This is an optimization exercise on Yosys and OpenROAD, whose aim is small area and a short achievable clock period, not a production implementation. Only simulation tests tie the RTL to the original design; equivalence was not proved. No activity file was given, so power comes from the tool's default toggle rates.

== run 1 ==
## smp8
module smp8 (input clk, reset,
output reg [3:0] pc,
input [7:0] instr,
output reg [7:0] AC);
wire [3:0] op = instr[7:4];
wire [3:0] a  = instr[3:0];
reg [7:0] R;
reg       Z;
reg [7:0] RAM [15:0];
wire [15:0] opd = 16'h1 << op;
wire [3:0] lo = 4'h1 << a[1:0];
wire [3:0] hi = 4'h1 << a[3:2];
wire [3:0] hi_ld = hi & {4{opd[1]}};
wire [3:0] hi_st = hi & {4{opd[2]}};
genvar w;
generate for (w = 0; w < 16; w = w + 1) begin : mem_w
  always @(posedge clk)
    if (hi_st[w/4] & lo[w%4]) RAM[w] <= AC;
end endgenerate
reg [7:0] memld;
integer k;
always @(*) begin
  memld = 8'h00;
  for (k = 0; k < 16; k = k + 1)
    memld = memld | (RAM[k] & {8{hi_ld[k/4] & lo[k%4]}});
end
function [7:0] addp(input [7:0] x, input [7:0] z, input cin);
  reg [7:0] g, p, G, P;
  reg [8:0] c;
  integer i;
  begin
    g = x & z; p = x ^ z;
    G = g; P = p;
    G[0] = g[0] | (p[0] & cin);
    G[1] = G[1] | (P[1] & G[0]);  P[1] = P[1] & P[0];
    G[3] = G[3] | (P[3] & G[2]);  P[3] = P[3] & P[2];
    G[5] = G[5] | (P[5] & G[4]);  P[5] = P[5] & P[4];
    G[2] = G[2] | (P[2] & G[1]);
    G[3] = G[3] | (P[3] & G[1]);
    G[6] = G[6] | (P[6] & G[5]);  P[6] = P[6] & P[5];
    G[7] = G[7] | (P[7] & G[5]);  P[7] = P[7] & P[5];
    G[4] = G[4] | (P[4] & G[3]);
    G[5] = G[5] | (P[5] & G[3]);
    G[6] = G[6] | (P[6] & G[3]);
    c = {G[6:0], cin};
    addp = p ^ c[7:0];
  end
endfunction
wire sub = opd[9];
wire inc = opd[10];
wire [7:0] sum = addp(AC, (R ^ {8{sub}}) & {8{~inc}}, sub | inc);
wire [7:0] acnext = memld
  | (R   & {8{opd[4]}})
  | (sum & {8{opd[8] | opd[9] | opd[10]}})
  | ((AC & R) & {8{opd[12]}})
  | ((AC | R) & {8{opd[13]}})
  | ((AC ^ R) & {8{opd[14]}})
  | (~AC & {8{opd[15]}})
  | (AC  & {8{opd[0] | opd[2] | opd[3] | opd[5] | opd[6] | opd[7]}});
wire [7:0] p = AC ^ R;
wire [7:0] g = AC | R;
wire z_and = ~|(AC & R);
wire z_ac0 = ~|AC;
wire z_acff = &AC;
wire z_eq  = ~|p;
wire z_or  = ~|g;
wire z_sum = ~p[0] & &(p[7:1] ~^ g[6:0]);    
wire znext = (z_ac0 & opd[3])
  | (z_sum & (opd[4] | opd[5] | opd[6] | opd[7] | opd[8]))
  | (z_eq & (opd[9] | opd[14]))
  | (z_acff & (opd[10] | opd[15]))
  | opd[11]
  | (z_or & opd[13])
  | (z_and & (opd[0] | opd[1] | opd[2] | opd[12]));
wire jump = opd[5] | (opd[6] & Z) | (opd[7] & ~Z);
  ...
clock: 3.7 ns
lec_check: 0
abc_area: 1
cap_margin: 20
core_margin: 2
core_utilization: 40
cts_buf_list: sky130_fd_sc_hd__clkbuf_8
setup_slack_margin: 1.8
slew_margin: 20
standard.sh (not shown) runs the stock make flow with config.mk's settings and CLKGATE_MAP_FILE= SYNTH_SCRIPT=/design/flow/synth_recipe.tcl, a recipe that flattens the netlist after the stock synthesis.
==> flow/flow/run.sh <==
#!/bin/bash
# Standard ORFS layout with two changes:
#  - Yosys's full-adder extraction is off, so ABC maps the adders itself;
#  - the port buffers that buffer_ports inserts are plain buf_4 cells
#    instead of the delay cells it otherwise picks.
export ADDER_MAP_FILE=
export BUFFER_PORTS_ARGS="-buffer_cell sky130_fd_sc_hd__buf_4"
bash standard.sh > standard.log 2>&1
Run 1 reached the end of the flow, and the finished layout is clean on the timing, DRC and antenna checks.
Inputs modified between run 1 and run 2:
- SETUP_SLACK_MARGIN now 1.75, was 1.8
==> flow/flow/run.sh <==
#!/bin/bash
# Standard ORFS layout with two changes:
#  - Yosys's full-adder extraction is off, so ABC maps the adders itself;
#  - the port buffers that buffer_ports inserts are plain buf_2 cells
#    instead of the delay cells it otherwise picks.
export ADDER_MAP_FILE=
export BUFFER_PORTS_ARGS="-buffer_cell sky130_fd_sc_hd__buf_2"
bash standard.sh > standard.log 2>&1
## What came out
Run 2 completed every stage of the flow, and the final layout passed the timing, DRC and antenna checks. Run 2: clock power about 6% above run 1. Compared with run 1, in run 2 number of violations reported at the end of detailed-routing iteration 0 rose 21, combinational power decreased by about 3% relative to the old numbers, switching power total lost about 2%, area growth from synthesis to layout now sits lower, share of final layout cell area taken by clock buffers and inverters increased by 0.33 points relative to the old numbers. According to the power report, total power for run 2 is higher than for run 1.
For run 3, these inputs were changed with respect to run 2:
- a change of CORE_UTILIZATION from 40 to 45
==> results.txt <==
When run 3 is measured against run 2, its first-pass GRT wire length turns out about 5% lower. Between run 3 and run 2, the difference in sequential share of layout area is negligible. Min maximum clock frequency across run 3 and run 2: run 3. Relative to run 2, run 3 improves switching power summed over all nets. The required arrival time at the worst endpoint in run 3 was higher than what run 2 gave.
For run 4, these inputs were changed with respect to run 3:
- a change of CORE_UTILIZATION from 45 to 40
- an added GPL_TIMING_DRIVEN of 0
==> flow/flow/run.sh <==
#!/bin/bash
# Standard ORFS layout with two changes:
#  - Yosys's full-adder extraction is off, so ABC maps the adders itself;
#  - the port buffers that buffer_ports inserts are plain buf_4 cells
#    instead of the delay cells it otherwise picks.
export ADDER_MAP_FILE=
export BUFFER_PORTS_ARGS="-buffer_cell sky130_fd_sc_hd__buf_4"
bash standard.sh > standard.log 2>&1
Notes after the runs:
Taking run 3 as the reference, in run 4 y dimension of the die higher; initial core utilization lower.
When run 4 is set beside run 3, its number of placement rows turns out to be 3 larger.
Run 4 vs. run 3: number of endpoints with negative hold slack in the final report barely changed; die area climbed about 12%.
Count of plain and timing-repair buffers, run 4 and run 3: larger value in run 4
Run 4 vs. run 3: wire length of the first global-routing pass increased by about 4% relative to the old numbers, clock power share grew by 1.3 points, final instance area now larger.

## re-timing with driven ports
Ports are ideal in the flow. The routed layouts listed here were re-timed in OpenROAD. Step 1, drivers: a clkbuf_16 drives clk and a buf_2 each remaining input, both assumed. Step 2 adds t to the input delays and takes it off the output delays; t is the mean of the earliest and latest rising clock arrival at the registers after step 1. Input paths then give back, and output paths get back, about the clock's delay inside the block. Three values: ideal, step 1, step 2; two values: the first two.
run | t (ns) | setup slack, ns | worst setup path after step 2 | worst slew at a driven data input, ns | pins driven straight from the clock port
run 1 | 0.488 | 1.728 / 1.698 / 1.210 | input to register | 0.06 | 1
run 2 | 0.498 | 1.763 / 1.727 / 1.247 | input to register | 0.07 | 1
run 3 | 0.496 | 1.674 / 1.670 / 1.173 | input to register | 0.07 | 1
run 4 | 0.486 | 1.755 / 1.740 / 1.254 | input to register | 0.07 | 1
After both steps setup and hold are still met in every run listed. For run 1, which loses most, drivers alone change the setup slack by -0.030 ns; drivers and shift together by -0.518 ns.
